What follows belongs to an exercise in optimizing a design on an open flow for small area and a short achievable clock period; a production flow would make more cautious choices.
Only simulation tests tie the RTL to the original design; equivalence was not proved.
Power and IR drop assume default switching activity.

==> flow/design.v, too long to show whole: its modules and the start of the top module <==
// module FP32Mul_fa: 4 lines
// module FP32Mul_ha: 4 lines
// module FP32Mul_bsel: 3 lines
// module FP32Mul_add: 221 lines
// module FP32Mul_shr: 150 lines
// module FP32Mul_lzc: 60 lines
// module FP32Multi: 1388 lines
module FP32Multi
(
    input         clk,
    input         input_valid,
    input [31:0]  x1,
    input [31:0]  x2,
    output [31:0] y,
    output reg    out_valid
);
  // ...
==> flow/flow/run.sh <==
#!/bin/bash
# Layout flow: the standard ORFS flow (standard.sh) unchanged except for
#  - synthesis: the same script, but ABC maps with flow/abc.script (area
#    oriented, no ABC-side buffering or sizing; OpenROAD sizes the gates
#    after placement);
#  - flow/env.sh: extra ORFS settings (port buffers are buf_1 cells).
# All tool output goes to flow_make.log and ORFS's own logs under orfs/logs.
set -euo pipefail
HERE=$(pwd)
ABC_D=${ABC_D:-$(cat flow/abc_d.txt 2>/dev/null || echo 3300)}
{
  cat <<'EOT'
proc abc {args} {
  set new {}
  set skip 0
  foreach a $args {
    if {$skip} { set skip 0; continue }
    if {$a eq "-script"} { lappend new -script $::env(MY_ABC_SCRIPT); set skip 1; continue }
    if {$a eq "-D"} { lappend new -D $::env(MY_ABC_D); set skip 1; continue }
    lappend new $a
  }
  puts "flow abc: $new"
  yosys abc {*}$new
}
EOT
  cat synth_recipe.tcl
} > my_synth.tcl
# optional extra ORFS settings
[ -f flow/env.sh ] && source flow/env.sh
export MY_ABC_SCRIPT=$HERE/flow/abc.script
export MY_ABC_D=$ABC_D
sed "s#SYNTH_SCRIPT=[^ ]*#SYNTH_SCRIPT=$HERE/my_synth.tcl#" standard.sh > my_standard.sh
bash my_standard.sh > flow_make.log 2>&1
==> flow/flow/abc.script <==
&get -n
&st
&dch
&nf -R 1000
&put
topo
stime -c
==> flow/flow/env.sh <==
export BUFFER_PORTS_ARGS="-buffer_cell sky130_fd_sc_hd__buf_1"
==> flow/standard.sh <==
#!/bin/bash
# synth_recipe.tcl (not shown) runs the flow's synth.tcl, then flattens the netlist and writes it again
# the make line also repeats each setting of config.mk as NAME=value (left out here)
make -C /OpenROAD-flow-scripts/flow DESIGN_CONFIG=/design/flow/config.mk WORK_HOME=/design/flow/orfs CLKGATE_MAP_FILE= SYNTH_SCRIPT=/design/flow/synth_recipe.tcl "${@:-finish}"
==> flow/config.mk <==
export PLATFORM = sky130hd
export DESIGN_NAME = FP32Multi
export DESIGN_NICKNAME = FP32Multi
export VERILOG_FILES = /design/flow/design.v
export SDC_FILE = /design/flow/constraint.sdc
export NUM_CORES = 4
export LEC_CHECK = 0
export CAP_MARGIN = 20
export CORE_MARGIN = 2
export CORE_UTILIZATION = 65
export CTS_CLUSTER_DIAMETER = 100
export CTS_CLUSTER_SIZE = 30
export PLACE_DENSITY = 0.78
export SETUP_SLACK_MARGIN = 5
export SLEW_MARGIN = 20
export SYNTH_HIERARCHICAL = 1
export TNS_END_PERCENT = 0
==> flow/constraint.sdc <==
create_clock -name core_clock -period 8.5 [get_ports {clk}]
set_input_delay 1.7000 -clock core_clock [delete_from_list [all_inputs] [get_ports {clk}]]
set_output_delay 1.7000 -clock core_clock [all_outputs]
set_load 0.01 [all_outputs]
==> impl_metrics.toml, run 1 <==
[floorplan]
die_y_um = 189
taps = 448

[timing]
hold_viol = 0
fin_crit_sh_pct = 42.1

[layout]
multi_input_area_share_pct = 68.1
layout_common_cells = "xnor2_1 (337), a22oi_1 (276), fa_1 (267), dfxtp_1 (243), nand2_1 (131)"
final_cells = 2798
layout-drive-gt1-share_pct = 7.79
seq_share_pct = 21.2

[pwr]
power_density_nw_per_um2 = 410
irDropWorstVdd_uv = 194

[logic_synthesis]
synth_top_family_by_area = "adder cells"
ys_seq_area_share_pct = 23.5
netlist_top_cells_count = "xnor2_1 (344), a22oi_1 (276), fa_1 (270)"
yosysWarnings = 7

[critical_path]
critPathKind = "reg -> reg"
endpoint_kind = "flip-flop"
worstReg2RegStart = "m1_1[11]"
crit_path_start = "m1_1[11]"

[clock_network]
cts_tree = "done"
cts_sinks = 261
post_cts_resized = 27
cts_buffer_depth = 3
h-tree-depth = 1

[place]
dp_slack_ps = 4330

[global_route]
grt_use_met1_pct = 47.8
antenna_found_initial = 1

[drt]
drt_iter0_markers = 2477
wl_met1_mm = 24.9

[hold_path]
hold_end = "ex_3[0]"
min_from = "ex_2[0]"

[outcome]
outcome = "timing/DRC/antenna clean"
==> module FP32Mul_shr, before the edit <==
module FP32Mul_shr (input [47:0] p, input [3:0] sh, output [27:0] w);
    wire l0_0 = sh[3] ? p[32] : p[0];
    wire l0_1 = sh[3] ? p[33] : p[1];
    wire l0_2 = sh[3] ? p[34] : p[2];
    wire l0_3 = sh[3] ? p[35] : p[3];
    wire l0_4 = sh[3] ? p[36] : p[4];
    wire l0_5 = sh[3] ? p[37] : p[5];
    wire l0_6 = sh[3] ? p[38] : p[6];
    wire l0_7 = sh[3] ? p[39] : p[7];
    wire l0_8 = sh[3] ? p[40] : p[8];
    wire l0_9 = sh[3] ? p[41] : p[9];
    wire l0_10 = sh[3] ? p[42] : p[10];
    wire l0_11 = sh[3] ? p[43] : p[11];
    wire l0_12 = sh[3] ? p[44] : p[12];
    wire l0_13 = sh[3] ? p[45] : p[13];
    wire l0_14 = sh[3] ? p[46] : p[14];
    wire l0_15 = sh[3] ? p[47] : p[15];
    wire l0_16 = ~sh[3] & p[16];
    wire l0_17 = ~sh[3] & p[17];
    wire l0_18 = ~sh[3] & p[18];
    wire l0_19 = ~sh[3] & p[19];
    wire l0_20 = ~sh[3] & p[20];
    wire l0_21 = ~sh[3] & p[21];
    wire l0_22 = ~sh[3] & p[22];
    wire l0_23 = ~sh[3] & p[23];
    wire l0_24 = ~sh[3] & p[24];
    wire l0_25 = ~sh[3] & p[25];
    wire l0_26 = ~sh[3] & p[26];
    wire l0_27 = ~sh[3] & p[27];
    wire l0_28 = ~sh[3] & p[28];
    wire l0_29 = ~sh[3] & p[29];
    wire l0_30 = ~sh[3] & p[30];
    wire l0_31 = ~sh[3] & p[31];
    wire l0_32 = ~sh[3] & p[32];
    wire l0_33 = ~sh[3] & p[33];
    wire l0_34 = ~sh[3] & p[34];
    wire l0_35 = ~sh[3] & p[35];
    wire l0_36 = ~sh[3] & p[36];
    wire l0_37 = ~sh[3] & p[37];
    wire l0_38 = ~sh[3] & p[38];
    wire l0_39 = ~sh[3] & p[39];
    wire l0_40 = ~sh[3] & p[40];
    wire l0_41 = ~sh[3] & p[41];
    wire l0_42 = ~sh[3] & p[42];
    wire l0_43 = ~sh[3] & p[43];
    wire l0_44 = ~sh[3] & p[44];
    wire l0_45 = ~sh[3] & p[45];
    wire l0_46 = ~sh[3] & p[46];
    wire l0_47 = ~sh[3] & p[47];
    wire l1_0 = sh[2] ? l0_16 : l0_0;
    wire l1_1 = sh[2] ? l0_17 : l0_1;
    wire l1_2 = sh[2] ? l0_18 : l0_2;
    wire l1_3 = sh[2] ? l0_19 : l0_3;
    wire l1_4 = sh[2] ? l0_20 : l0_4;
    wire l1_5 = sh[2] ? l0_21 : l0_5;
    wire l1_6 = sh[2] ? l0_22 : l0_6;
    wire l1_7 = sh[2] ? l0_23 : l0_7;
    wire l1_8 = sh[2] ? l0_24 : l0_8;
    wire l1_9 = sh[2] ? l0_25 : l0_9;
    wire l1_10 = sh[2] ? l0_26 : l0_10;
    wire l1_11 = sh[2] ? l0_27 : l0_11;
    wire l1_12 = sh[2] ? l0_28 : l0_12;
    wire l1_13 = sh[2] ? l0_29 : l0_13;
    wire l1_14 = sh[2] ? l0_30 : l0_14;
    wire l1_15 = sh[2] ? l0_31 : l0_15;
    wire l1_16 = sh[2] ? l0_32 : l0_16;
    wire l1_17 = sh[2] ? l0_33 : l0_17;
    wire l1_18 = sh[2] ? l0_34 : l0_18;
    wire l1_19 = sh[2] ? l0_35 : l0_19;
    wire l1_20 = sh[2] ? l0_36 : l0_20;
    wire l1_21 = sh[2] ? l0_37 : l0_21;
    wire l1_22 = sh[2] ? l0_38 : l0_22;
    wire l1_23 = sh[2] ? l0_39 : l0_23;
    wire l1_24 = sh[2] ? l0_40 : l0_24;
    wire l1_25 = sh[2] ? l0_41 : l0_25;
    wire l1_26 = sh[2] ? l0_42 : l0_26;
    wire l1_27 = sh[2] ? l0_43 : l0_27;
    wire l1_28 = sh[2] ? l0_44 : l0_28;
    wire l1_29 = sh[2] ? l0_45 : l0_29;
    wire l1_30 = sh[2] ? l0_46 : l0_30;
    wire l1_31 = sh[2] ? l0_47 : l0_31;
    wire l1_32 = ~sh[2] & l0_32;
    wire l1_33 = ~sh[2] & l0_33;
    wire l1_34 = ~sh[2] & l0_34;
    wire l1_35 = ~sh[2] & l0_35;
    wire l1_36 = ~sh[2] & l0_36;
    wire l1_37 = ~sh[2] & l0_37;
    wire l1_38 = ~sh[2] & l0_38;
    wire l1_39 = ~sh[2] & l0_39;
    wire l2_0 = sh[1] ? l1_8 : l1_0;
    wire l2_1 = sh[1] ? l1_9 : l1_1;
    wire l2_2 = sh[1] ? l1_10 : l1_2;
    wire l2_3 = sh[1] ? l1_11 : l1_3;
    wire l2_4 = sh[1] ? l1_12 : l1_4;
    wire l2_5 = sh[1] ? l1_13 : l1_5;
    wire l2_6 = sh[1] ? l1_14 : l1_6;
    wire l2_7 = sh[1] ? l1_15 : l1_7;
    wire l2_8 = sh[1] ? l1_16 : l1_8;
    wire l2_9 = sh[1] ? l1_17 : l1_9;
    wire l2_10 = sh[1] ? l1_18 : l1_10;
    wire l2_11 = sh[1] ? l1_19 : l1_11;
    wire l2_12 = sh[1] ? l1_20 : l1_12;
    wire l2_13 = sh[1] ? l1_21 : l1_13;
    wire l2_14 = sh[1] ? l1_22 : l1_14;
    wire l2_15 = sh[1] ? l1_23 : l1_15;
    wire l2_16 = sh[1] ? l1_24 : l1_16;
    wire l2_17 = sh[1] ? l1_25 : l1_17;
    wire l2_18 = sh[1] ? l1_26 : l1_18;
    wire l2_19 = sh[1] ? l1_27 : l1_19;
    wire l2_20 = sh[1] ? l1_28 : l1_20;
    wire l2_21 = sh[1] ? l1_29 : l1_21;
    wire l2_22 = sh[1] ? l1_30 : l1_22;
    wire l2_23 = sh[1] ? l1_31 : l1_23;
    wire l2_24 = sh[1] ? l1_32 : l1_24;
    wire l2_25 = sh[1] ? l1_33 : l1_25;
    wire l2_26 = sh[1] ? l1_34 : l1_26;
    wire l2_27 = sh[1] ? l1_35 : l1_27;
    wire l2_28 = sh[1] ? l1_36 : l1_28;
    wire l2_29 = sh[1] ? l1_37 : l1_29;
    wire l2_30 = sh[1] ? l1_38 : l1_30;
    wire l2_31 = sh[1] ? l1_39 : l1_31;
    assign w[0] = sh[0] ? l2_4 : l2_0;
    assign w[1] = sh[0] ? l2_5 : l2_1;
    assign w[2] = sh[0] ? l2_6 : l2_2;
    assign w[3] = sh[0] ? l2_7 : l2_3;
    assign w[4] = sh[0] ? l2_8 : l2_4;
    assign w[5] = sh[0] ? l2_9 : l2_5;
    assign w[6] = sh[0] ? l2_10 : l2_6;
    assign w[7] = sh[0] ? l2_11 : l2_7;
    assign w[8] = sh[0] ? l2_12 : l2_8;
    assign w[9] = sh[0] ? l2_13 : l2_9;
    assign w[10] = sh[0] ? l2_14 : l2_10;
    assign w[11] = sh[0] ? l2_15 : l2_11;
    assign w[12] = sh[0] ? l2_16 : l2_12;
    assign w[13] = sh[0] ? l2_17 : l2_13;
    assign w[14] = sh[0] ? l2_18 : l2_14;
    assign w[15] = sh[0] ? l2_19 : l2_15;
    assign w[16] = sh[0] ? l2_20 : l2_16;
    assign w[17] = sh[0] ? l2_21 : l2_17;
    assign w[18] = sh[0] ? l2_22 : l2_18;
    assign w[19] = sh[0] ? l2_23 : l2_19;
    assign w[20] = sh[0] ? l2_24 : l2_20;
    assign w[21] = sh[0] ? l2_25 : l2_21;
    assign w[22] = sh[0] ? l2_26 : l2_22;
    assign w[23] = sh[0] ? l2_27 : l2_23;
    assign w[24] = sh[0] ? l2_28 : l2_24;
    assign w[25] = sh[0] ? l2_29 : l2_25;
    assign w[26] = sh[0] ? l2_30 : l2_26;
    assign w[27] = sh[0] ? l2_31 : l2_27;
endmodule
==> run 2: changes to the inputs <==
--- a/flow/design.v
+++ b/flow/design.v
@@ -1,13 +1,19 @@
 `timescale 1ns / 1ps
 module FP32Mul_fa (input a, input b, input c, output s, output co);
     assign s  = a ^ b ^ c;
     assign co = (a & b) | (a & c) | (b & c);
 endmodule
+module FP32Mul_x3 (input a, input b, input c, output s);
+    assign s = (a ^ b) ^ c;
+endmodule
+module FP32Mul_mj (input a, input b, input c, output co);
+    assign co = (a & b) | (a & c) | (b & c);
+endmodule
 module FP32Mul_ha (input a, input b, output s, output co);
     assign s  = a ^ b;
     assign co = a & b;
 endmodule
 module FP32Mul_bsel (input one, input two, input neg, input a1, input a0, output p);
     assign p = ((one & a1) | (two & a0)) ^ neg;
 endmodule
 module FP32Mul_add (input [42:0] a, input [42:0] b, output [42:0] s);
@@ -226,165 +232,137 @@
     assign s[36] = p0[36] ^ G101;
     assign s[37] = p0[37] ^ G102;
     assign s[38] = p0[38] ^ G103;
     assign s[39] = p0[39] ^ G104;
     assign s[40] = p0[40] ^ G105;
     assign s[41] = p0[41] ^ G106;
     assign s[42] = p0[42] ^ G107;
 endmodule
-module FP32Mul_shr (input [47:0] p, input [3:0] sh, output [27:0] w);
-    wire l0_0 = sh[3] ? p[32] : p[0];
-    wire l0_1 = sh[3] ? p[33] : p[1];
-    wire l0_2 = sh[3] ? p[34] : p[2];
-    wire l0_3 = sh[3] ? p[35] : p[3];
-    wire l0_4 = sh[3] ? p[36] : p[4];
-    wire l0_5 = sh[3] ? p[37] : p[5];
-    wire l0_6 = sh[3] ? p[38] : p[6];
-    wire l0_7 = sh[3] ? p[39] : p[7];
-    wire l0_8 = sh[3] ? p[40] : p[8];
-    wire l0_9 = sh[3] ? p[41] : p[9];
-    wire l0_10 = sh[3] ? p[42] : p[10];
-    wire l0_11 = sh[3] ? p[43] : p[11];
-    wire l0_12 = sh[3] ? p[44] : p[12];
-    wire l0_13 = sh[3] ? p[45] : p[13];
-    wire l0_14 = sh[3] ? p[46] : p[14];
-    wire l0_15 = sh[3] ? p[47] : p[15];
-    wire l0_16 = ~sh[3] & p[16];
-    wire l0_17 = ~sh[3] & p[17];
-    wire l0_18 = ~sh[3] & p[18];
-    wire l0_19 = ~sh[3] & p[19];
-    wire l0_20 = ~sh[3] & p[20];
-    wire l0_21 = ~sh[3] & p[21];
-    wire l0_22 = ~sh[3] & p[22];
-    wire l0_23 = ~sh[3] & p[23];
-    wire l0_24 = ~sh[3] & p[24];
-    wire l0_25 = ~sh[3] & p[25];
-    wire l0_26 = ~sh[3] & p[26];
-    wire l0_27 = ~sh[3] & p[27];
-    wire l0_28 = ~sh[3] & p[28];
-    wire l0_29 = ~sh[3] & p[29];
-    wire l0_30 = ~sh[3] & p[30];
-    wire l0_31 = ~sh[3] & p[31];
-    wire l0_32 = ~sh[3] & p[32];
-    wire l0_33 = ~sh[3] & p[33];
-    wire l0_34 = ~sh[3] & p[34];
-    wire l0_35 = ~sh[3] & p[35];
-    wire l0_36 = ~sh[3] & p[36];
-    wire l0_37 = ~sh[3] & p[37];
-    wire l0_38 = ~sh[3] & p[38];
-    wire l0_39 = ~sh[3] & p[39];
-    wire l0_40 = ~sh[3] & p[40];
-    wire l0_41 = ~sh[3] & p[41];
-    wire l0_42 = ~sh[3] & p[42];
-    wire l0_43 = ~sh[3] & p[43];
-    wire l0_44 = ~sh[3] & p[44];
-    wire l0_45 = ~sh[3] & p[45];
-    wire l0_46 = ~sh[3] & p[46];
-    wire l0_47 = ~sh[3] & p[47];
-    wire l1_0 = sh[2] ? l0_16 : l0_0;
-    wire l1_1 = sh[2] ? l0_17 : l0_1;
-    wire l1_2 = sh[2] ? l0_18 : l0_2;
-    wire l1_3 = sh[2] ? l0_19 : l0_3;
-    wire l1_4 = sh[2] ? l0_20 : l0_4;
-    wire l1_5 = sh[2] ? l0_21 : l0_5;
-    wire l1_6 = sh[2] ? l0_22 : l0_6;
-    wire l1_7 = sh[2] ? l0_23 : l0_7;
-    wire l1_8 = sh[2] ? l0_24 : l0_8;
-    wire l1_9 = sh[2] ? l0_25 : l0_9;
-    wire l1_10 = sh[2] ? l0_26 : l0_10;
-    wire l1_11 = sh[2] ? l0_27 : l0_11;
-    wire l1_12 = sh[2] ? l0_28 : l0_12;
-    wire l1_13 = sh[2] ? l0_29 : l0_13;
-    wire l1_14 = sh[2] ? l0_30 : l0_14;
-    wire l1_15 = sh[2] ? l0_31 : l0_15;
-    wire l1_16 = sh[2] ? l0_32 : l0_16;
-    wire l1_17 = sh[2] ? l0_33 : l0_17;
-    wire l1_18 = sh[2] ? l0_34 : l0_18;
-    wire l1_19 = sh[2] ? l0_35 : l0_19;
-    wire l1_20 = sh[2] ? l0_36 : l0_20;
-    wire l1_21 = sh[2] ? l0_37 : l0_21;
-    wire l1_22 = sh[2] ? l0_38 : l0_22;
-    wire l1_23 = sh[2] ? l0_39 : l0_23;
-    wire l1_24 = sh[2] ? l0_40 : l0_24;
-    wire l1_25 = sh[2] ? l0_41 : l0_25;
-    wire l1_26 = sh[2] ? l0_42 : l0_26;
-    wire l1_27 = sh[2] ? l0_43 : l0_27;
-    wire l1_28 = sh[2] ? l0_44 : l0_28;
-    wire l1_29 = sh[2] ? l0_45 : l0_29;
-    wire l1_30 = sh[2] ? l0_46 : l0_30;
-    wire l1_31 = sh[2] ? l0_47 : l0_31;
-    wire l1_32 = ~sh[2] & l0_32;
-    wire l1_33 = ~sh[2] & l0_33;
-    wire l1_34 = ~sh[2] & l0_34;
-    wire l1_35 = ~sh[2] & l0_35;
-    wire l1_36 = ~sh[2] & l0_36;
-    wire l1_37 = ~sh[2] & l0_37;
-    wire l1_38 = ~sh[2] & l0_38;
-    wire l1_39 = ~sh[2] & l0_39;
-    wire l2_0 = sh[1] ? l1_8 : l1_0;
-    wire l2_1 = sh[1] ? l1_9 : l1_1;
-    wire l2_2 = sh[1] ? l1_10 : l1_2;
-    wire l2_3 = sh[1] ? l1_11 : l1_3;
-    wire l2_4 = sh[1] ? l1_12 : l1_4;
-    wire l2_5 = sh[1] ? l1_13 : l1_5;
-    wire l2_6 = sh[1] ? l1_14 : l1_6;
-    wire l2_7 = sh[1] ? l1_15 : l1_7;
-    wire l2_8 = sh[1] ? l1_16 : l1_8;
-    wire l2_9 = sh[1] ? l1_17 : l1_9;
-    wire l2_10 = sh[1] ? l1_18 : l1_10;
-    wire l2_11 = sh[1] ? l1_19 : l1_11;
-    wire l2_12 = sh[1] ? l1_20 : l1_12;
-    wire l2_13 = sh[1] ? l1_21 : l1_13;
-    wire l2_14 = sh[1] ? l1_22 : l1_14;
-    wire l2_15 = sh[1] ? l1_23 : l1_15;
-    wire l2_16 = sh[1] ? l1_24 : l1_16;
-    wire l2_17 = sh[1] ? l1_25 : l1_17;
-    wire l2_18 = sh[1] ? l1_26 : l1_18;
-    wire l2_19 = sh[1] ? l1_27 : l1_19;
-    wire l2_20 = sh[1] ? l1_28 : l1_20;
-    wire l2_21 = sh[1] ? l1_29 : l1_21;
-    wire l2_22 = sh[1] ? l1_30 : l1_22;
-    wire l2_23 = sh[1] ? l1_31 : l1_23;
-    wire l2_24 = sh[1] ? l1_32 : l1_24;
-    wire l2_25 = sh[1] ? l1_33 : l1_25;
-    wire l2_26 = sh[1] ? l1_34 : l1_26;
-    wire l2_27 = sh[1] ? l1_35 : l1_27;
-    wire l2_28 = sh[1] ? l1_36 : l1_28;
-    wire l2_29 = sh[1] ? l1_37 : l1_29;
-    wire l2_30 = sh[1] ? l1_38 : l1_30;
-    wire l2_31 = sh[1] ? l1_39 : l1_31;
-    assign w[0] = sh[0] ? l2_4 : l2_0;
-    assign w[1] = sh[0] ? l2_5 : l2_1;
-    assign w[2] = sh[0] ? l2_6 : l2_2;
-    assign w[3] = sh[0] ? l2_7 : l2_3;
-    assign w[4] = sh[0] ? l2_8 : l2_4;
-    assign w[5] = sh[0] ? l2_9 : l2_5;
-    assign w[6] = sh[0] ? l2_10 : l2_6;
-    assign w[7] = sh[0] ? l2_11 : l2_7;
-    assign w[8] = sh[0] ? l2_12 : l2_8;
-    assign w[9] = sh[0] ? l2_13 : l2_9;
-    assign w[10] = sh[0] ? l2_14 : l2_10;
-    assign w[11] = sh[0] ? l2_15 : l2_11;
-    assign w[12] = sh[0] ? l2_16 : l2_12;
-    assign w[13] = sh[0] ? l2_17 : l2_13;
-    assign w[14] = sh[0] ? l2_18 : l2_14;
-    assign w[15] = sh[0] ? l2_19 : l2_15;
-    assign w[16] = sh[0] ? l2_20 : l2_16;
-    assign w[17] = sh[0] ? l2_21 : l2_17;
-    assign w[18] = sh[0] ? l2_22 : l2_18;
-    assign w[19] = sh[0] ? l2_23 : l2_19;
-    assign w[20] = sh[0] ? l2_24 : l2_20;
-    assign w[21] = sh[0] ? l2_25 : l2_21;
-    assign w[22] = sh[0] ? l2_26 : l2_22;
-    assign w[23] = sh[0] ? l2_27 : l2_23;
-    assign w[24] = sh[0] ? l2_28 : l2_24;
-    assign w[25] = sh[0] ? l2_29 : l2_25;
-    assign w[26] = sh[0] ? l2_30 : l2_26;
-    assign w[27] = sh[0] ? l2_31 : l2_27;
+module FP32Mul_shr (input [47:0] p, input [2:0] sh, output [31:0] w);
+    wire l0_0 = sh[2] ? p[32] : p[0];
+    wire l0_1 = sh[2] ? p[33] : p[1];
+    wire l0_2 = sh[2] ? p[34] : p[2];
+    wire l0_3 = sh[2] ? p[35] : p[3];
+    wire l0_4 = sh[2] ? p[36] : p[4];
+    wire l0_5 = sh[2] ? p[37] : p[5];
+    wire l0_6 = sh[2] ? p[38] : p[6];
+    wire l0_7 = sh[2] ? p[39] : p[7];
+    wire l0_8 = sh[2] ? p[40] : p[8];
+    wire l0_9 = sh[2] ? p[41] : p[9];
+    wire l0_10 = sh[2] ? p[42] : p[10];
+    wire l0_11 = sh[2] ? p[43] : p[11];
+    wire l0_12 = sh[2] ? p[44] : p[12];
+    wire l0_13 = sh[2] ? p[45] : p[13];
+    wire l0_14 = sh[2] ? p[46] : p[14];
+    wire l0_15 = sh[2] ? p[47] : p[15];
+    wire l0_16 = ~sh[2] & p[16];
+    wire l0_17 = ~sh[2] & p[17];
+    wire l0_18 = ~sh[2] & p[18];
+    wire l0_19 = ~sh[2] & p[19];
+    wire l0_20 = ~sh[2] & p[20];
+    wire l0_21 = ~sh[2] & p[21];
+    wire l0_22 = ~sh[2] & p[22];
+    wire l0_23 = ~sh[2] & p[23];
+    wire l0_24 = ~sh[2] & p[24];
+    wire l0_25 = ~sh[2] & p[25];
+    wire l0_26 = ~sh[2] & p[26];
+    wire l0_27 = ~sh[2] & p[27];
+    wire l0_28 = ~sh[2] & p[28];
+    wire l0_29 = ~sh[2] & p[29];
+    wire l0_30 = ~sh[2] & p[30];
+    wire l0_31 = ~sh[2] & p[31];
+    wire l0_32 = ~sh[2] & p[32];
+    wire l0_33 = ~sh[2] & p[33];
+    wire l0_34 = ~sh[2] & p[34];
+    wire l0_35 = ~sh[2] & p[35];
+    wire l0_36 = ~sh[2] & p[36];
+    wire l0_37 = ~sh[2] & p[37];
+    wire l0_38 = ~sh[2] & p[38];
+    wire l0_39 = ~sh[2] & p[39];
+    wire l0_40 = ~sh[2] & p[40];
+    wire l0_41 = ~sh[2] & p[41];
+    wire l0_42 = ~sh[2] & p[42];
+    wire l0_43 = ~sh[2] & p[43];
+    wire l0_44 = ~sh[2] & p[44];
+    wire l0_45 = ~sh[2] & p[45];
+    wire l0_46 = ~sh[2] & p[46];
+    wire l0_47 = ~sh[2] & p[47];
+    wire l1_0 = sh[1] ? l0_16 : l0_0;
+    wire l1_1 = sh[1] ? l0_17 : l0_1;
+    wire l1_2 = sh[1] ? l0_18 : l0_2;
+    wire l1_3 = sh[1] ? l0_19 : l0_3;
+    wire l1_4 = sh[1] ? l0_20 : l0_4;
+    wire l1_5 = sh[1] ? l0_21 : l0_5;
+    wire l1_6 = sh[1] ? l0_22 : l0_6;
+    wire l1_7 = sh[1] ? l0_23 : l0_7;
+    wire l1_8 = sh[1] ? l0_24 : l0_8;
+    wire l1_9 = sh[1] ? l0_25 : l0_9;
+    wire l1_10 = sh[1] ? l0_26 : l0_10;
+    wire l1_11 = sh[1] ? l0_27 : l0_11;
+    wire l1_12 = sh[1] ? l0_28 : l0_12;
+    wire l1_13 = sh[1] ? l0_29 : l0_13;
+    wire l1_14 = sh[1] ? l0_30 : l0_14;
+    wire l1_15 = sh[1] ? l0_31 : l0_15;
+    wire l1_16 = sh[1] ? l0_32 : l0_16;
+    wire l1_17 = sh[1] ? l0_33 : l0_17;
+    wire l1_18 = sh[1] ? l0_34 : l0_18;
+    wire l1_19 = sh[1] ? l0_35 : l0_19;
+    wire l1_20 = sh[1] ? l0_36 : l0_20;
+    wire l1_21 = sh[1] ? l0_37 : l0_21;
+    wire l1_22 = sh[1] ? l0_38 : l0_22;
+    wire l1_23 = sh[1] ? l0_39 : l0_23;
+    wire l1_24 = sh[1] ? l0_40 : l0_24;
+    wire l1_25 = sh[1] ? l0_41 : l0_25;
+    wire l1_26 = sh[1] ? l0_42 : l0_26;
+    wire l1_27 = sh[1] ? l0_43 : l0_27;
+    wire l1_28 = sh[1] ? l0_44 : l0_28;
+    wire l1_29 = sh[1] ? l0_45 : l0_29;
+    wire l1_30 = sh[1] ? l0_46 : l0_30;
+    wire l1_31 = sh[1] ? l0_47 : l0_31;
+    wire l1_32 = ~sh[1] & l0_32;
+    wire l1_33 = ~sh[1] & l0_33;
+    wire l1_34 = ~sh[1] & l0_34;
+    wire l1_35 = ~sh[1] & l0_35;
+    wire l1_36 = ~sh[1] & l0_36;
+    wire l1_37 = ~sh[1] & l0_37;
+    wire l1_38 = ~sh[1] & l0_38;
+    wire l1_39 = ~sh[1] & l0_39;
+    assign w[0] = sh[0] ? l1_8 : l1_0;
+    assign w[1] = sh[0] ? l1_9 : l1_1;
+    assign w[2] = sh[0] ? l1_10 : l1_2;
+    assign w[3] = sh[0] ? l1_11 : l1_3;
+    assign w[4] = sh[0] ? l1_12 : l1_4;
+    assign w[5] = sh[0] ? l1_13 : l1_5;
+    assign w[6] = sh[0] ? l1_14 : l1_6;
+    assign w[7] = sh[0] ? l1_15 : l1_7;
+    assign w[8] = sh[0] ? l1_16 : l1_8;
+    assign w[9] = sh[0] ? l1_17 : l1_9;
+    assign w[10] = sh[0] ? l1_18 : l1_10;
+    assign w[11] = sh[0] ? l1_19 : l1_11;
+    assign w[12] = sh[0] ? l1_20 : l1_12;
+    assign w[13] = sh[0] ? l1_21 : l1_13;
+    assign w[14] = sh[0] ? l1_22 : l1_14;
+    assign w[15] = sh[0] ? l1_23 : l1_15;
+    assign w[16] = sh[0] ? l1_24 : l1_16;
+    assign w[17] = sh[0] ? l1_25 : l1_17;
+    assign w[18] = sh[0] ? l1_26 : l1_18;
+    assign w[19] = sh[0] ? l1_27 : l1_19;
+    assign w[20] = sh[0] ? l1_28 : l1_20;
+    assign w[21] = sh[0] ? l1_29 : l1_21;
+    assign w[22] = sh[0] ? l1_30 : l1_22;
+    assign w[23] = sh[0] ? l1_31 : l1_23;
+    assign w[24] = sh[0] ? l1_32 : l1_24;
+    assign w[25] = sh[0] ? l1_33 : l1_25;
+    assign w[26] = sh[0] ? l1_34 : l1_26;
+    assign w[27] = sh[0] ? l1_35 : l1_27;
+    assign w[28] = sh[0] ? l1_36 : l1_28;
+    assign w[29] = sh[0] ? l1_37 : l1_29;
+    assign w[30] = sh[0] ? l1_38 : l1_30;
+    assign w[31] = sh[0] ? l1_39 : l1_31;
 endmodule
 module FP32Mul_lzc (input [22:0] f, output [4:0] lz);
     wire v0_0 = 1'b0 | f[22];
     wire v0_1 = f[21] | f[20];
     wire v0_2 = f[19] | f[18];
     wire v0_3 = f[17] | f[16];
     wire v0_4 = f[15] | f[14];
     wire v0_5 = f[13] | f[12];
@@ -1151,113 +1129,150 @@
     wire p348 = m1_1[21] & top_1;
     wire p349 = m1_1[22] & top_1;
     wire p350 = m1_1[23] & top_1;
     wire s351, c352;
     FP32Mul_ha u_s351 (.a(p244), .b(p17), .s(s351), .co(c352));
     wire s353, c354;
     FP32Mul_ha u_s353 (.a(p18), .b(p45), .s(s353), .co(c354));
     wire s355, c356;
-    FP32Mul_fa u_s355 (.a(p271), .b(p19), .c(p46), .s(s355), .co(c356));
+    FP32Mul_x3 u_s355 (.a(p271), .b(p19), .c(p46), .s(s355));
+    FP32Mul_mj u_c356 (.a(p271), .b(p19), .c(p46), .co(c356));
     wire s357, c358;
     FP32Mul_ha u_s357 (.a(p71), .b(p96), .s(s357), .co(c358));
     wire s359, c360;
-    FP32Mul_fa u_s359 (.a(p20), .b(p47), .c(p72), .s(s359), .co(c360));
+    FP32Mul_x3 u_s359 (.a(p20), .b(p47), .c(p72), .s(s359));
+    FP32Mul_mj u_c360 (.a(p20), .b(p47), .c(p72), .co(c360));
     wire s361, c362;
     FP32Mul_ha u_s361 (.a(p97), .b(p122), .s(s361), .co(c362));
     wire s363, c364;
-    FP32Mul_fa u_s363 (.a(p298), .b(p21), .c(p48), .s(s363), .co(c364));
+    FP32Mul_x3 u_s363 (.a(p298), .b(p21), .c(p48), .s(s363));
+    FP32Mul_mj u_c364 (.a(p298), .b(p21), .c(p48), .co(c364));
     wire s365, c366;
-    FP32Mul_fa u_s365 (.a(p73), .b(p98), .c(p123), .s(s365), .co(c366));
+    FP32Mul_x3 u_s365 (.a(p73), .b(p98), .c(p123), .s(s365));
+    FP32Mul_mj u_c366 (.a(p73), .b(p98), .c(p123), .co(c366));
     wire s367, c368;
     FP32Mul_ha u_s367 (.a(p148), .b(p173), .s(s367), .co(c368));
     wire s369, c370;
-    FP32Mul_fa u_s369 (.a(p22), .b(p49), .c(p74), .s(s369), .co(c370));
+    FP32Mul_x3 u_s369 (.a(p22), .b(p49), .c(p74), .s(s369));
+    FP32Mul_mj u_c370 (.a(p22), .b(p49), .c(p74), .co(c370));
     wire s371, c372;
-    FP32Mul_fa u_s371 (.a(p99), .b(p124), .c(p149), .s(s371), .co(c372));
+    FP32Mul_x3 u_s371 (.a(p99), .b(p124), .c(p149), .s(s371));
+    FP32Mul_mj u_c372 (.a(p99), .b(p124), .c(p149), .co(c372));
     wire s373, c374;
     FP32Mul_ha u_s373 (.a(p174), .b(p199), .s(s373), .co(c374));
     wire s375, c376;
-    FP32Mul_fa u_s375 (.a(p325), .b(p23), .c(p50), .s(s375), .co(c376));
+    FP32Mul_x3 u_s375 (.a(p325), .b(p23), .c(p50), .s(s375));
+    FP32Mul_mj u_c376 (.a(p325), .b(p23), .c(p50), .co(c376));
     wire s377, c378;
-    FP32Mul_fa u_s377 (.a(p75), .b(p100), .c(p125), .s(s377), .co(c378));
+    FP32Mul_x3 u_s377 (.a(p75), .b(p100), .c(p125), .s(s377));
+    FP32Mul_mj u_c378 (.a(p75), .b(p100), .c(p125), .co(c378));
     wire s379, c380;
-    FP32Mul_fa u_s379 (.a(p150), .b(p175), .c(p200), .s(s379), .co(c380));
+    FP32Mul_x3 u_s379 (.a(p150), .b(p175), .c(p200), .s(s379));
+    FP32Mul_mj u_c380 (.a(p150), .b(p175), .c(p200), .co(c380));
     wire s381, c382;
     FP32Mul_ha u_s381 (.a(p225), .b(p250), .s(s381), .co(c382));
     wire s383, c384;
-    FP32Mul_fa u_s383 (.a(p24), .b(p51), .c(p76), .s(s383), .co(c384));
+    FP32Mul_x3 u_s383 (.a(p24), .b(p51), .c(p76), .s(s383));
+    FP32Mul_mj u_c384 (.a(p24), .b(p51), .c(p76), .co(c384));
     wire s385, c386;
-    FP32Mul_fa u_s385 (.a(p101), .b(p126), .c(p151), .s(s385), .co(c386));
+    FP32Mul_x3 u_s385 (.a(p101), .b(p126), .c(p151), .s(s385));
+    FP32Mul_mj u_c386 (.a(p101), .b(p126), .c(p151), .co(c386));
     wire s387, c388;
-    FP32Mul_fa u_s387 (.a(p176), .b(p201), .c(p226), .s(s387), .co(c388));
+    FP32Mul_x3 u_s387 (.a(p176), .b(p201), .c(p226), .s(s387));
+    FP32Mul_mj u_c388 (.a(p176), .b(p201), .c(p226), .co(c388));
     wire s389, c390;
     FP32Mul_ha u_s389 (.a(p251), .b(p276), .s(s389), .co(c390));
     wire s391, c392;
-    FP32Mul_fa u_s391 (.a(p327), .b(p25), .c(p52), .s(s391), .co(c392));
+    FP32Mul_x3 u_s391 (.a(p327), .b(p25), .c(p52), .s(s391));
+    FP32Mul_mj u_c392 (.a(p327), .b(p25), .c(p52), .co(c392));
     wire s393, c394;
-    FP32Mul_fa u_s393 (.a(p77), .b(p102), .c(p127), .s(s393), .co(c394));
+    FP32Mul_x3 u_s393 (.a(p77), .b(p102), .c(p127), .s(s393));
+    FP32Mul_mj u_c394 (.a(p77), .b(p102), .c(p127), .co(c394));
     wire s395, c396;
-    FP32Mul_fa u_s395 (.a(p152), .b(p177), .c(p202), .s(s395), .co(c396));
+    FP32Mul_x3 u_s395 (.a(p152), .b(p177), .c(p202), .s(s395));
+    FP32Mul_mj u_c396 (.a(p152), .b(p177), .c(p202), .co(c396));
     wire s397, c398;
-    FP32Mul_fa u_s397 (.a(p227), .b(p252), .c(p277), .s(s397), .co(c398));
+    FP32Mul_x3 u_s397 (.a(p227), .b(p252), .c(p277), .s(s397));
+    FP32Mul_mj u_c398 (.a(p227), .b(p252), .c(p277), .co(c398));
     wire s399, c400;
-    FP32Mul_fa u_s399 (.a(p27), .b(p328), .c(p53), .s(s399), .co(c400));
+    FP32Mul_x3 u_s399 (.a(p27), .b(p328), .c(p53), .s(s399));
+    FP32Mul_mj u_c400 (.a(p27), .b(p328), .c(p53), .co(c400));
     wire s401, c402;
-    FP32Mul_fa u_s401 (.a(p78), .b(p103), .c(p128), .s(s401), .co(c402));
+    FP32Mul_x3 u_s401 (.a(p78), .b(p103), .c(p128), .s(s401));
+    FP32Mul_mj u_c402 (.a(p78), .b(p103), .c(p128), .co(c402));
     wire s403, c404;
-    FP32Mul_fa u_s403 (.a(p153), .b(p178), .c(p203), .s(s403), .co(c404));
+    FP32Mul_x3 u_s403 (.a(p153), .b(p178), .c(p203), .s(s403));
+    FP32Mul_mj u_c404 (.a(p153), .b(p178), .c(p203), .co(c404));
     wire s405, c406;
-    FP32Mul_fa u_s405 (.a(p228), .b(p253), .c(p278), .s(s405), .co(c406));
+    FP32Mul_x3 u_s405 (.a(p228), .b(p253), .c(p278), .s(s405));
+    FP32Mul_mj u_c406 (.a(p228), .b(p253), .c(p278), .co(c406));
     wire s407, c408;
-    FP32Mul_fa u_s407 (.a(p28), .b(p329), .c(p54), .s(s407), .co(c408));
+    FP32Mul_x3 u_s407 (.a(p28), .b(p329), .c(p54), .s(s407));
+    FP32Mul_mj u_c408 (.a(p28), .b(p329), .c(p54), .co(c408));
     wire s409, c410;
-    FP32Mul_fa u_s409 (.a(p79), .b(p104), .c(p129), .s(s409), .co(c410));
+    FP32Mul_x3 u_s409 (.a(p79), .b(p104), .c(p129), .s(s409));
+    FP32Mul_mj u_c410 (.a(p79), .b(p104), .c(p129), .co(c410));
     wire s411, c412;
-    FP32Mul_fa u_s411 (.a(p154), .b(p179), .c(p204), .s(s411), .co(c412));
+    FP32Mul_x3 u_s411 (.a(p154), .b(p179), .c(p204), .s(s411));
+    FP32Mul_mj u_c412 (.a(p154), .b(p179), .c(p204), .co(c412));
     wire s413, c414;
-    FP32Mul_fa u_s413 (.a(p229), .b(p254), .c(p279), .s(s413), .co(c414));
+    FP32Mul_x3 u_s413 (.a(p229), .b(p254), .c(p279), .s(s413));
+    FP32Mul_mj u_c414 (.a(p229), .b(p254), .c(p279), .co(c414));
     wire s415, c416;
-    FP32Mul_fa u_s415 (.a(p29), .b(p56), .c(p330), .s(s415), .co(c416));
+    FP32Mul_x3 u_s415 (.a(p29), .b(p56), .c(p330), .s(s415));
+    FP32Mul_mj u_c416 (.a(p29), .b(p56), .c(p330), .co(c416));
     wire s417, c418;
-    FP32Mul_fa u_s417 (.a(p80), .b(p105), .c(p130), .s(s417), .co(c418));
+    FP32Mul_x3 u_s417 (.a(p80), .b(p105), .c(p130), .s(s417));
+    FP32Mul_mj u_c418 (.a(p80), .b(p105), .c(p130), .co(c418));
     wire s419, c420;
-    FP32Mul_fa u_s419 (.a(p155), .b(p180), .c(p205), .s(s419), .co(c420));
+    FP32Mul_x3 u_s419 (.a(p155), .b(p180), .c(p205), .s(s419));
+    FP32Mul_mj u_c420 (.a(p155), .b(p180), .c(p205), .co(c420));
     wire s421, c422;
-    FP32Mul_fa u_s421 (.a(p230), .b(p255), .c(p280), .s(s421), .co(c422));
+    FP32Mul_x3 u_s421 (.a(p230), .b(p255), .c(p280), .s(s421));
+    FP32Mul_mj u_c422 (.a(p230), .b(p255), .c(p280), .co(c422));
     wire s423 = ~(p331 ^ p81);
     wire c424 = p331 | p81;
     wire s425, c426;
-    FP32Mul_fa u_s425 (.a(p106), .b(p131), .c(p156), .s(s425), .co(c426));
+    FP32Mul_x3 u_s425 (.a(p106), .b(p131), .c(p156), .s(s425));
+    FP32Mul_mj u_c426 (.a(p106), .b(p131), .c(p156), .co(c426));
     wire s427, c428;
-    FP32Mul_fa u_s427 (.a(p181), .b(p206), .c(p231), .s(s427), .co(c428));
+    FP32Mul_x3 u_s427 (.a(p181), .b(p206), .c(p231), .s(s427));
+    FP32Mul_mj u_c428 (.a(p181), .b(p206), .c(p231), .co(c428));
     wire s429, c430;
     FP32Mul_ha u_s429 (.a(p256), .b(p281), .s(s429), .co(c430));
     wire s431, c432;
-    FP32Mul_fa u_s431 (.a(p83), .b(p332), .c(p107), .s(s431), .co(c432));
+    FP32Mul_x3 u_s431 (.a(p83), .b(p332), .c(p107), .s(s431));
+    FP32Mul_mj u_c432 (.a(p83), .b(p332), .c(p107), .co(c432));
     wire s433, c434;
-    FP32Mul_fa u_s433 (.a(p132), .b(p157), .c(p182), .s(s433), .co(c434));
+    FP32Mul_x3 u_s433 (.a(p132), .b(p157), .c(p182), .s(s433));
+    FP32Mul_mj u_c434 (.a(p132), .b(p157), .c(p182), .co(c434));
     wire s435, c436;
-    FP32Mul_fa u_s435 (.a(p207), .b(p232), .c(p257), .s(s435), .co(c436));
+    FP32Mul_x3 u_s435 (.a(p207), .b(p232), .c(p257), .s(s435));
+    FP32Mul_mj u_c436 (.a(p207), .b(p232), .c(p257), .co(c436));
     wire s437 = ~(p333 ^ p108);
     wire c438 = p333 | p108;
     wire s439, c440;
-    FP32Mul_fa u_s439 (.a(p133), .b(p158), .c(p183), .s(s439), .co(c440));
+    FP32Mul_x3 u_s439 (.a(p133), .b(p158), .c(p183), .s(s439));
+    FP32Mul_mj u_c440 (.a(p133), .b(p158), .c(p183), .co(c440));
     wire s441, c442;
     FP32Mul_ha u_s441 (.a(p208), .b(p233), .s(s441), .co(c442));
     wire s443, c444;
-    FP32Mul_fa u_s443 (.a(p110), .b(p334), .c(p134), .s(s443), .co(c444));
+    FP32Mul_x3 u_s443 (.a(p110), .b(p334), .c(p134), .s(s443));
+    FP32Mul_mj u_c444 (.a(p110), .b(p334), .c(p134), .co(c444));
     wire s445, c446;
-    FP32Mul_fa u_s445 (.a(p159), .b(p184), .c(p209), .s(s445), .co(c446));
+    FP32Mul_x3 u_s445 (.a(p159), .b(p184), .c(p209), .s(s445));
+    FP32Mul_mj u_c446 (.a(p159), .b(p184), .c(p209), .co(c446));
     wire s447 = ~(p335 ^ p135);
     wire c448 = p335 | p135;
     wire s449, c450;
     FP32Mul_ha u_s449 (.a(p160), .b(p185), .s(s449), .co(c450));
     wire s451, c452;
-    FP32Mul_fa u_s451 (.a(p137), .b(p336), .c(p161), .s(s451), .co(c452));
+    FP32Mul_x3 u_s451 (.a(p137), .b(p336), .c(p161), .s(s451));
+    FP32Mul_mj u_c452 (.a(p137), .b(p336), .c(p161), .co(c452));
     wire s453 = ~p337;
     wire c454 = p337;
     wire s455, c456;
     FP32Mul_ha u_s455 (.a(p163), .b(p11), .s(s455), .co(c456));
     wire s457, c458;
     FP32Mul_ha u_s457 (.a(p12), .b(p39), .s(s457), .co(c458));
     wire s459, c460;
     FP32Mul_fa u_s459 (.a(p190), .b(p13), .c(p40), .s(s459), .co(c460));
@@ -1329,69 +1344,69 @@
     FP32Mul_fa u_s525 (.a(s383), .b(s385), .c(s387), .s(s525), .co(c526));
     wire s527, c528;
     FP32Mul_fa u_s527 (.a(p302), .b(c390), .c(c384), .s(s527), .co(c528));
     wire s529, c530;
     FP32Mul_fa u_s529 (.a(c386), .b(c388), .c(s391), .s(s529), .co(c530));
     wire s531, c532;
     FP32Mul_fa u_s531 (.a(s393), .b(s395), .c(s397), .s(s531), .co(c532));
     wire s533, c534;
-    FP32Mul_fa u_s533 (.a(p303), .b(c392), .c(c394), .s(s533), .co(c534));
+    FP32Mul_fa u_s533 (.a(p303), .b(s399), .c(c392), .s(s533), .co(c534));
     wire s535, c536;
-    FP32Mul_fa u_s535 (.a(c396), .b(c398), .c(s399), .s(s535), .co(c536));
+    FP32Mul_fa u_s535 (.a(c394), .b(c396), .c(c398), .s(s535), .co(c536));
     wire s537, c538;
     FP32Mul_fa u_s537 (.a(s401), .b(s403), .c(s405), .s(s537), .co(c538));
     wire s539, c540;
-    FP32Mul_fa u_s539 (.a(p304), .b(c400), .c(c402), .s(s539), .co(c540));
+    FP32Mul_fa u_s539 (.a(p304), .b(s407), .c(c400), .s(s539), .co(c540));
     wire s541, c542;
-    FP32Mul_fa u_s541 (.a(c404), .b(c406), .c(s407), .s(s541), .co(c542));
+    FP32Mul_fa u_s541 (.a(c402), .b(c404), .c(c406), .s(s541), .co(c542));
     wire s543, c544;
     FP32Mul_fa u_s543 (.a(s409), .b(s411), .c(s413), .s(s543), .co(c544));
     wire s545, c546;
     FP32Mul_fa u_s545 (.a(p305), .b(s415), .c(c408), .s(s545), .co(c546));
     wire s547, c548;
     FP32Mul_fa u_s547 (.a(c410), .b(c412), .c(c414), .s(s547), .co(c548));
     wire s549, c550;
     FP32Mul_fa u_s549 (.a(s417), .b(s419), .c(s421), .s(s549), .co(c550));
     wire s551, c552;
     FP32Mul_fa u_s551 (.a(p306), .b(c416), .c(s423), .s(s551), .co(c552));
     wire s553, c554;
     FP32Mul_fa u_s553 (.a(s429), .b(c418), .c(c420), .s(s553), .co(c554));
     wire s555, c556;
     FP32Mul_fa u_s555 (.a(c422), .b(s425), .c(s427), .s(s555), .co(c556));
     wire s557, c558;
-    FP32Mul_fa u_s557 (.a(p282), .b(p307), .c(c424), .s(s557), .co(c558));
+    FP32Mul_fa u_s557 (.a(p282), .b(p307), .c(s431), .s(s557), .co(c558));
     wire s559, c560;
-    FP32Mul_fa u_s559 (.a(c430), .b(c426), .c(c428), .s(s559), .co(c560));
+    FP32Mul_fa u_s559 (.a(c424), .b(c430), .c(c426), .s(s559), .co(c560));
     wire s561, c562;
-    FP32Mul_fa u_s561 (.a(s431), .b(s433), .c(s435), .s(s561), .co(c562));
+    FP32Mul_fa u_s561 (.a(c428), .b(s433), .c(s435), .s(s561), .co(c562));
     wire s563, c564;
     FP32Mul_fa u_s563 (.a(p258), .b(p283), .c(p308), .s(s563), .co(c564));
     wire s565, c566;
     FP32Mul_fa u_s565 (.a(s437), .b(s441), .c(c432), .s(s565), .co(c566));
     wire s567, c568;
     FP32Mul_fa u_s567 (.a(c434), .b(c436), .c(s439), .s(s567), .co(c568));
     wire s569, c570;
     FP32Mul_fa u_s569 (.a(p234), .b(p259), .c(p284), .s(s569), .co(c570));
     wire s571, c572;
-    FP32Mul_fa u_s571 (.a(p309), .b(c438), .c(c442), .s(s571), .co(c572));
+    FP32Mul_fa u_s571 (.a(p309), .b(s443), .c(c438), .s(s571), .co(c572));
     wire s573, c574;
-    FP32Mul_fa u_s573 (.a(c440), .b(s443), .c(s445), .s(s573), .co(c574));
+    FP32Mul_fa u_s573 (.a(c442), .b(c440), .c(s445), .s(s573), .co(c574));
     wire s575, c576;
     FP32Mul_fa u_s575 (.a(p210), .b(p235), .c(p260), .s(s575), .co(c576));
     wire s577, c578;
     FP32Mul_fa u_s577 (.a(p285), .b(p310), .c(s447), .s(s577), .co(c578));
     wire s579, c580;
     FP32Mul_fa u_s579 (.a(s449), .b(c444), .c(c446), .s(s579), .co(c580));
     wire s581, c582;
     FP32Mul_fa u_s581 (.a(p186), .b(p211), .c(p236), .s(s581), .co(c582));
     wire s583, c584;
     FP32Mul_fa u_s583 (.a(p261), .b(p286), .c(p311), .s(s583), .co(c584));
     wire s585, c586;
-    FP32Mul_fa u_s585 (.a(c448), .b(c450), .c(s451), .s(s585), .co(c586));
+    FP32Mul_fa u_s585 (.a(s451), .b(c448), .c(c450), .s(s585), .co(c586));
     wire s587, c588;
     FP32Mul_fa u_s587 (.a(p162), .b(p187), .c(p212), .s(s587), .co(c588));
     wire s589, c590;
     FP32Mul_fa u_s589 (.a(p237), .b(p262), .c(p287), .s(s589), .co(c590));
     wire s591, c592;
     FP32Mul_fa u_s591 (.a(p312), .b(s453), .c(c452), .s(s591), .co(c592));
     wire s593, c594;
     FP32Mul_fa u_s593 (.a(p164), .b(p338), .c(p188), .s(s593), .co(c594));
@@ -1467,69 +1482,69 @@
     FP32Mul_fa u_s663 (.a(s493), .b(c490), .c(s495), .s(s663), .co(c664));
     wire s665, c666;
     FP32Mul_fa u_s665 (.a(c492), .b(c494), .c(s497), .s(s665), .co(c666));
     wire s667, c668;
     FP32Mul_fa u_s667 (.a(s499), .b(c496), .c(s501), .s(s667), .co(c668));
     wire s669, c670;
     FP32Mul_fa u_s669 (.a(c498), .b(s503), .c(c500), .s(s669), .co(c670));
     wire s671, c672;
-    FP32Mul_fa u_s671 (.a(s505), .b(c502), .c(s507), .s(s671), .co(c672));
+    FP32Mul_fa u_s671 (.a(c502), .b(s505), .c(s507), .s(s671), .co(c672));
     wire s673, c674;
     FP32Mul_fa u_s673 (.a(c504), .b(s509), .c(c506), .s(s673), .co(c674));
     wire s675, c676;
-    FP32Mul_fa u_s675 (.a(s511), .b(c508), .c(s513), .s(s675), .co(c676));
+    FP32Mul_fa u_s675 (.a(c508), .b(s511), .c(s513), .s(s675), .co(c676));
     wire s677, c678;
     FP32Mul_fa u_s677 (.a(c510), .b(s515), .c(c512), .s(s677), .co(c678));
     wire s679, c680;
     FP32Mul_fa u_s679 (.a(c514), .b(s517), .c(s519), .s(s679), .co(c680));
     wire s681, c682;
-    FP32Mul_fa u_s681 (.a(c516), .b(c518), .c(s521), .s(s681), .co(c682));
+    FP32Mul_fa u_s681 (.a(c516), .b(c518), .c(c520), .s(s681), .co(c682));
     wire s683, c684;
-    FP32Mul_fa u_s683 (.a(c520), .b(s523), .c(s525), .s(s683), .co(c684));
+    FP32Mul_fa u_s683 (.a(s521), .b(s523), .c(s525), .s(s683), .co(c684));
     wire s685, c686;
-    FP32Mul_fa u_s685 (.a(c522), .b(c524), .c(s527), .s(s685), .co(c686));
+    FP32Mul_fa u_s685 (.a(c522), .b(c524), .c(c526), .s(s685), .co(c686));
     wire s687, c688;
-    FP32Mul_fa u_s687 (.a(c526), .b(s529), .c(s531), .s(s687), .co(c688));
+    FP32Mul_fa u_s687 (.a(s527), .b(s529), .c(s531), .s(s687), .co(c688));
     wire s689, c690;
-    FP32Mul_fa u_s689 (.a(c528), .b(c530), .c(s533), .s(s689), .co(c690));
+    FP32Mul_fa u_s689 (.a(c528), .b(c530), .c(c532), .s(s689), .co(c690));
     wire s691, c692;
-    FP32Mul_fa u_s691 (.a(c532), .b(s535), .c(s537), .s(s691), .co(c692));
+    FP32Mul_fa u_s691 (.a(s533), .b(s535), .c(s537), .s(s691), .co(c692));
     wire s693, c694;
-    FP32Mul_fa u_s693 (.a(c534), .b(c536), .c(s539), .s(s693), .co(c694));
+    FP32Mul_fa u_s693 (.a(c534), .b(c536), .c(c538), .s(s693), .co(c694));
     wire s695, c696;
-    FP32Mul_fa u_s695 (.a(c538), .b(s541), .c(s543), .s(s695), .co(c696));
+    FP32Mul_fa u_s695 (.a(s539), .b(s541), .c(s543), .s(s695), .co(c696));
     wire s697, c698;
-    FP32Mul_fa u_s697 (.a(c540), .b(c542), .c(s545), .s(s697), .co(c698));
+    FP32Mul_fa u_s697 (.a(c540), .b(c542), .c(c544), .s(s697), .co(c698));
     wire s699, c700;
-    FP32Mul_fa u_s699 (.a(c544), .b(s547), .c(s549), .s(s699), .co(c700));
+    FP32Mul_fa u_s699 (.a(s545), .b(s547), .c(s549), .s(s699), .co(c700));
     wire s701, c702;
     FP32Mul_fa u_s701 (.a(c546), .b(s551), .c(c548), .s(s701), .co(c702));
     wire s703, c704;
-    FP32Mul_fa u_s703 (.a(s553), .b(c550), .c(s555), .s(s703), .co(c704));
+    FP32Mul_fa u_s703 (.a(c550), .b(s553), .c(s555), .s(s703), .co(c704));
     wire s705, c706;
     FP32Mul_fa u_s705 (.a(c552), .b(s557), .c(c554), .s(s705), .co(c706));
     wire s707, c708;
     FP32Mul_fa u_s707 (.a(c556), .b(s559), .c(s561), .s(s707), .co(c708));
     wire s709, c710;
     FP32Mul_fa u_s709 (.a(s563), .b(c558), .c(c560), .s(s709), .co(c710));
     wire s711, c712;
-    FP32Mul_fa u_s711 (.a(s565), .b(c562), .c(s567), .s(s711), .co(c712));
+    FP32Mul_fa u_s711 (.a(c562), .b(s565), .c(s567), .s(s711), .co(c712));
     wire s713, c714;
-    FP32Mul_fa u_s713 (.a(c564), .b(s569), .c(c566), .s(s713), .co(c714));
+    FP32Mul_fa u_s713 (.a(c564), .b(s569), .c(s571), .s(s713), .co(c714));
     wire s715, c716;
-    FP32Mul_fa u_s715 (.a(s571), .b(c568), .c(s573), .s(s715), .co(c716));
+    FP32Mul_fa u_s715 (.a(c566), .b(c568), .c(s573), .s(s715), .co(c716));
     wire s717, c718;
     FP32Mul_fa u_s717 (.a(c570), .b(s575), .c(c572), .s(s717), .co(c718));
     wire s719, c720;
-    FP32Mul_fa u_s719 (.a(s577), .b(c574), .c(s579), .s(s719), .co(c720));
+    FP32Mul_fa u_s719 (.a(c574), .b(s577), .c(s579), .s(s719), .co(c720));
     wire s721, c722;
     FP32Mul_fa u_s721 (.a(c576), .b(s581), .c(s583), .s(s721), .co(c722));
     wire s723, c724;
-    FP32Mul_fa u_s723 (.a(c578), .b(c580), .c(s585), .s(s723), .co(c724));
+    FP32Mul_fa u_s723 (.a(c578), .b(s585), .c(c580), .s(s723), .co(c724));
     wire s725, c726;
     FP32Mul_fa u_s725 (.a(c582), .b(c584), .c(s587), .s(s725), .co(c726));
     wire s727, c728;
     FP32Mul_fa u_s727 (.a(s589), .b(c586), .c(s591), .s(s727), .co(c728));
     wire s729, c730;
     FP32Mul_fa u_s729 (.a(c588), .b(c590), .c(s593), .s(s729), .co(c730));
     wire s731, c732;
     FP32Mul_fa u_s731 (.a(s595), .b(s597), .c(c592), .s(s731), .co(c732));
@@ -1599,41 +1614,41 @@
     FP32Mul_fa u_s795 (.a(c662), .b(s665), .c(c664), .s(s795), .co(c796));
     wire s797, c798;
     FP32Mul_fa u_s797 (.a(c666), .b(s669), .c(c668), .s(s797), .co(c798));
     wire s799, c800;
     FP32Mul_fa u_s799 (.a(c670), .b(s673), .c(c672), .s(s799), .co(c800));
     wire s801, c802;
     FP32Mul_fa u_s801 (.a(c674), .b(s677), .c(c676), .s(s801), .co(c802));
     wire s803, c804;
-    FP32Mul_fa u_s803 (.a(c678), .b(s681), .c(c680), .s(s803), .co(c804));
+    FP32Mul_fa u_s803 (.a(c678), .b(c680), .c(s681), .s(s803), .co(c804));
     wire s805, c806;
-    FP32Mul_fa u_s805 (.a(c682), .b(s685), .c(c684), .s(s805), .co(c806));
+    FP32Mul_fa u_s805 (.a(c682), .b(c684), .c(s685), .s(s805), .co(c806));
     wire s807, c808;
-    FP32Mul_fa u_s807 (.a(c686), .b(s689), .c(c688), .s(s807), .co(c808));
+    FP32Mul_fa u_s807 (.a(c686), .b(c688), .c(s689), .s(s807), .co(c808));
     wire s809, c810;
-    FP32Mul_fa u_s809 (.a(c690), .b(s693), .c(c692), .s(s809), .co(c810));
+    FP32Mul_fa u_s809 (.a(c690), .b(c692), .c(s693), .s(s809), .co(c810));
     wire s811, c812;
-    FP32Mul_fa u_s811 (.a(c694), .b(s697), .c(c696), .s(s811), .co(c812));
+    FP32Mul_fa u_s811 (.a(c694), .b(c696), .c(s697), .s(s811), .co(c812));
     wire s813, c814;
     FP32Mul_fa u_s813 (.a(c698), .b(s701), .c(c700), .s(s813), .co(c814));
     wire s815, c816;
     FP32Mul_fa u_s815 (.a(c702), .b(s705), .c(c704), .s(s815), .co(c816));
     wire s817, c818;
     FP32Mul_fa u_s817 (.a(c706), .b(s709), .c(c708), .s(s817), .co(c818));
     wire s819, c820;
     FP32Mul_fa u_s819 (.a(c710), .b(s713), .c(c712), .s(s819), .co(c820));
     wire s821, c822;
     FP32Mul_fa u_s821 (.a(c714), .b(s717), .c(c716), .s(s821), .co(c822));
     wire s823, c824;
     FP32Mul_fa u_s823 (.a(c718), .b(s721), .c(c720), .s(s823), .co(c824));
     wire s825, c826;
     FP32Mul_fa u_s825 (.a(c722), .b(s725), .c(c724), .s(s825), .co(c826));
     wire s827, c828;
-    FP32Mul_fa u_s827 (.a(c726), .b(s729), .c(s731), .s(s827), .co(c828));
+    FP32Mul_fa u_s827 (.a(c726), .b(s729), .c(c728), .s(s827), .co(c828));
     wire s829, c830;
     FP32Mul_fa u_s829 (.a(c730), .b(s733), .c(s735), .s(s829), .co(c830));
     wire s831, c832;
     FP32Mul_fa u_s831 (.a(c734), .b(s737), .c(c736), .s(s831), .co(c832));
     wire s833, c834;
     FP32Mul_fa u_s833 (.a(c738), .b(s741), .c(c740), .s(s833), .co(c834));
     wire s835, c836;
     FP32Mul_fa u_s835 (.a(s745), .b(c742), .c(c744), .s(s835), .co(c836));
@@ -1713,17 +1728,17 @@
     FP32Mul_fa u_s909 (.a(s715), .b(c818), .c(s819), .s(s909), .co(c910));
     wire s911, c912;
     FP32Mul_fa u_s911 (.a(s719), .b(c820), .c(s821), .s(s911), .co(c912));
     wire s913, c914;
     FP32Mul_fa u_s913 (.a(s723), .b(c822), .c(s823), .s(s913), .co(c914));
     wire s915, c916;
     FP32Mul_fa u_s915 (.a(s727), .b(c824), .c(s825), .s(s915), .co(c916));
     wire s917, c918;
-    FP32Mul_fa u_s917 (.a(c728), .b(c826), .c(s827), .s(s917), .co(c918));
+    FP32Mul_fa u_s917 (.a(s731), .b(c826), .c(s827), .s(s917), .co(c918));
     wire s919, c920;
     FP32Mul_fa u_s919 (.a(c732), .b(s829), .c(c828), .s(s919), .co(c920));
     wire s921, c922;
     FP32Mul_fa u_s921 (.a(s739), .b(c830), .c(s831), .s(s921), .co(c922));
     wire s923, c924;
     FP32Mul_fa u_s923 (.a(s743), .b(c832), .c(s833), .s(s923), .co(c924));
     wire s925, c926;
     FP32Mul_fa u_s925 (.a(s747), .b(c834), .c(s835), .s(s925), .co(c926));
@@ -1785,31 +1800,32 @@
     sh_2   <= sh;
     ex_2   <= ex;
     big_2  <= big;
     s_2    <= s_1;
     v_2    <= v_1;
 end
 wire [42:0] phi;
 wire [47:0] p = {phi[42:1], plo_2};
-wire [27:0] w4;
+wire [31:0] w8;
 FP32Mul_add   u_add (.a({sa_2, cin_2}), .b({sb_2, cin_2}), .s(phi));
-FP32Mul_shr   u_shr (.p(p), .sh(sh_2[5:2]), .w(w4));
-reg [27:0] w4_3;
-reg [1:0]  shl_3;
+FP32Mul_shr   u_shr (.p(p), .sh(sh_2[5:3]), .w(w8));
+reg [31:0] w8_3;
+reg [2:0]  shl_3;
 reg [7:0]  ex_3;
 reg        big_3, s_3, v_3;
 always @(posedge clk) begin
-    w4_3   <= w4;
-    shl_3  <= sh_2[1:0];
+    w8_3   <= w8;
+    shl_3  <= sh_2[2:0];
     ex_3   <= ex_2;
     big_3  <= big_2;
     s_3    <= s_2;
     v_3    <= v_2;
 end
+wire [27:0] w4_3 = shl_3[2] ? w8_3[31:4] : w8_3[27:0];
 wire [25:0] w2_3 = shl_3[1] ? w4_3[27:2] : w4_3[25:0];
 wire [24:0] w_3  = shl_3[0] ? w2_3[25:1] : w2_3[24:0];
 wire        n = ~w_3[24];
 reg  [7:0]  ey;
 reg  [22:0] fy;
 always @* begin
     if (~big_3 & ~|ex_3[7:1]) begin
         ey = {7'd0, ex_3[0] & w_3[24]};
==> flow/config.mk (replaced) <==
export PLATFORM = sky130hd
export DESIGN_NAME = FP32Multi
export DESIGN_NICKNAME = FP32Multi
export VERILOG_FILES = /design/flow/design.v
export SDC_FILE = /design/flow/constraint.sdc
export NUM_CORES = 4
export LEC_CHECK = 0
export CAP_MARGIN = 20
export CORE_MARGIN = 2
export CORE_UTILIZATION = 60
export CTS_CLUSTER_DIAMETER = 100
export CTS_CLUSTER_SIZE = 30
export PLACE_DENSITY = 0.72
export SETUP_SLACK_MARGIN = 5
export SLEW_MARGIN = 20
export SYNTH_HIERARCHICAL = 1
export TNS_END_PERCENT = 0
==> run 2 against run 1 <==
Effect of this change:
- register-to-register slack better by 60 ps
- setup slack better by 64 ps
- critical path depth is 1 higher
- utilization is 7.3 points lower
- non-clock buffer count fell by 23
- synthesized cell count up 2.3%
- total power fell by 5.5%
- routed wire length down 2.7%
- sequential share of layout area rose by 0.43 points
- worst hold slack improved by 0.59 ps
- clock-buffer cell count is 1 higher
==> impl_metrics.toml, run 2 <==
[outcome]
outcome = "timing/DRC/antenna clean"

[drt]
dr.pass1.iters = 7
wl_met1_mm = 26.5
vias_per_cell = 6.38
wl_per_cell_um = 22.9
drtAntennaViolNets = 0
drt_iter0_markers = 2253
dr_wl_met3_mm = 7.75
wl_mm = 66.2
top_layer_used = "met5"
drc_errors = 0
vias = 18423
wl_met2_mm = 29.3

[timing]
final.setup.tns_ps = 0
rsz0062_at_grt = "true"
finalCriticalPeriod_ps = 3510
fin_crit_sh_pct = 41.3
hold_viol = 0
slew_headroom_pct = 23.9
fin_skew_ps = 13.4
worst_slew_pin_slew_ps = 1140
max_freq_mhz = 285
setup_viol = 0
drv_slew = 0

[layout]
layout-drive-gt1-share_pct = 5.72
area_growth_pct = 10.2
num-nets-final = 2793
multi_input_area_um2 = 17200
design_area_um2 = 25000
top_regs = "sa_2: 42 flops, sb_2: 42 flops"
layout_common_cells = "xnor2_1 (410), a22oi_1 (276), dfxtp_1 (235), fa_1 (232), nand2_1 (130)"
fillCellCount = 3066
layout_commonest_cell = "xnor2_1"
final_util_pct = 66.7
seq_area_um2 = 5410
antenna_cells = 0

[clock_network]
numCtsBuffers = 14
clockRootBuffer = "clkbuf_16"
h-tree-depth = 1
cts.clk_slew.worst_paths_ps = 110
ctsHoldBuffers = 0
cts_tree = "done"
cts_buffer_depth = 3
clock_latency_ps = 520
cts_sinks = 266

[floorplan]
die-area_um2 = 39400
ios = 99
die_x_um = 198
die_y_um = 198
initial_core_util_pct = 60.5
num_rows = 71
core_um2 = 37500

[logic_synthesis]
yosysTopAreaCell = "dfxtp_1"
synth_nets = 2623
synthFlopType = "dfxtp_1"
synth_edf_count = 0
synth_top_area_share_pct = 23.5
ys_seq_area_share_pct = 23.5
synth.area.top_cells = "dfxtp_1 (23%), fa_1 (21%), xnor2_1 (16%)"
synth_area_um2 = 22700
yosys_register_bits = 266
synth.avg_cell_area_um2 = 10.3
yosysMostFrequentCell = "xnor2_1"
netlist_top_cells_count = "xnor2_1 (418), a22oi_1 (276), dfxtp_1 (266)"
synthCells = 2203
synth-async-reset-ratio_pct = 0
yosysWarnings = 7
synth_cell_type_count = 47

[hold_path]
worstHoldPathType = "reg -> reg"

[global_route]
antenna_found_initial = 1
grt_pass1_vias = 18556
grt_max_degree = 66
grt.total_usage_pct = 33.7
grt_first_pass_wirelength_mm = 103
grt_overflow = 0

[critical_path]
cpLargestDelayFamily = "adder cells"
crit_required_ps = 8910
slowest_stage = "fa_1"
cp_common_cell = "fa_1"
cp-start-kind = "flip-flop"
r2r_setup_slack_ps = 4990
critPathKind = "reg -> reg"
endpoint_kind = "flip-flop"
worst_path_largest_cell_delay_ps = 530
cp.arrival_ps = 3920
cp_num_buf_inv = 1
cp_cell_sequence = "buf_4 -> a22oi_1 -> xnor2_1 -> xnor2_1 -> xnor2_1 -> fa_1 -> fa_1 -> fa_1 -> fa_1"
worst-path-max-fanout = 25

[pwr]
irDropWorstVdd_uv = 200
power.leakage_nw = 9.30
power_density_nw_per_um2 = 386

[place]
dp_hpwl_mm = 45.6
placed_area_um2 = 24100
place_congestion = 0.915
place.port_buffers = 98

[flow_run]
drv_cap = 0
[run 2: cells by family after synthesis]
kind of cell               synth area share, %
buffers and inverters                     1.41
muxes                                     5.29
xor gates and xnor gates                  17.1
AOI/OAI and AO/OA                         15.4
adders and majority gates                 28.9
and+or+nand+nor                           8.47
DFF                                       23.5
[run 2: through the flow]
step | power [mW] | instances | worst slack [ps] | hold WS (ps)
floorplan | 6.59 | 2203 | 4810 | 310
global placement | 8.36 | 2856 | 4470 | 310
detailed placement | 8.61 | 2856 | 4330 | 312
CTS | 9.50 | 2883 | 4940 | 319
global route | 10.5 | 2889 | 4900 | 330
finish | 9.66 | 2889 | 4990 | 335
[run 2: per-layer routing]
layer,vias up,global-route usage [%]
li1,8219,-
met1,8897,45.3
met2,1124,52.6
met3,181,8.48
met4,2,12.8
met5,-,0
[run 2: worst paths after layout]
| check | start | endpoint | cells past startpoint |
|---|---|---|---|
| worst max-delay path | m1_1[7] | sb_2[22] | 9 |
| worst min-delay path | ex_2[4] | ex_3[4] | 0 |
| worst max register to register | m1_1[7] | sb_2[22] | 9 |
| worst min register to register | ex_2[4] | ex_3[4] | 0 |
[run 2: what timing repair did]
| item | CTS | global route |
|---|---|---|
| hold endpoints to repair | 0 | 0 |
| resized for setup | 34 | 64 |
| endpoints found under the setup margin | 96 | 81 |
| buffers inserted | 5 | 6 |
| pin swaps | 4 | 17 |
| gates cloned | 1 | 0 |
[run 2: modules after synthesis (local to each module, per instance), excerpt]
module        cells  copies in the design  flip-flops and latches  area [um2]
FP32Mul_lzc      42                     2                       0         213
FP32Mul_ha        1                    30                       0        12.5
FP32Mul_shr     138                     1                       0         881
FP32Mul_bsel      2                   276                       0        16.3
FP32Mul_fa        1                   225                       0        20.0
FP32Multi       840                     1                     266        9350
FP32Mul_mj        1                    37                       0        10.0
FP32Mul_add     223                     1                       0        1650
[run 2: final cells by class]
type,count,share of cell area (%)
multi-input combinational,1853,68.9
sequential,266,21.6
timing repair buffer,153,3.80
tap,511,2.56
clock buffer,15,1.50
inverter,85,1.28
clock inverter,6,0.315
[run 2: power by group]
group	switching, mW	internal [mW]
registers	0.309	1.82
clock network	0.456	0.342
logic	3.77	2.96

Setup slack of run 2, layout unchanged: 4.989 ns with ideal ports, 4.989 ns with driving cells assumed (clock clkbuf_16, inputs buf_2), 4.877 ns with port delays also shifted by the 0.571 ns mid clock arrival.
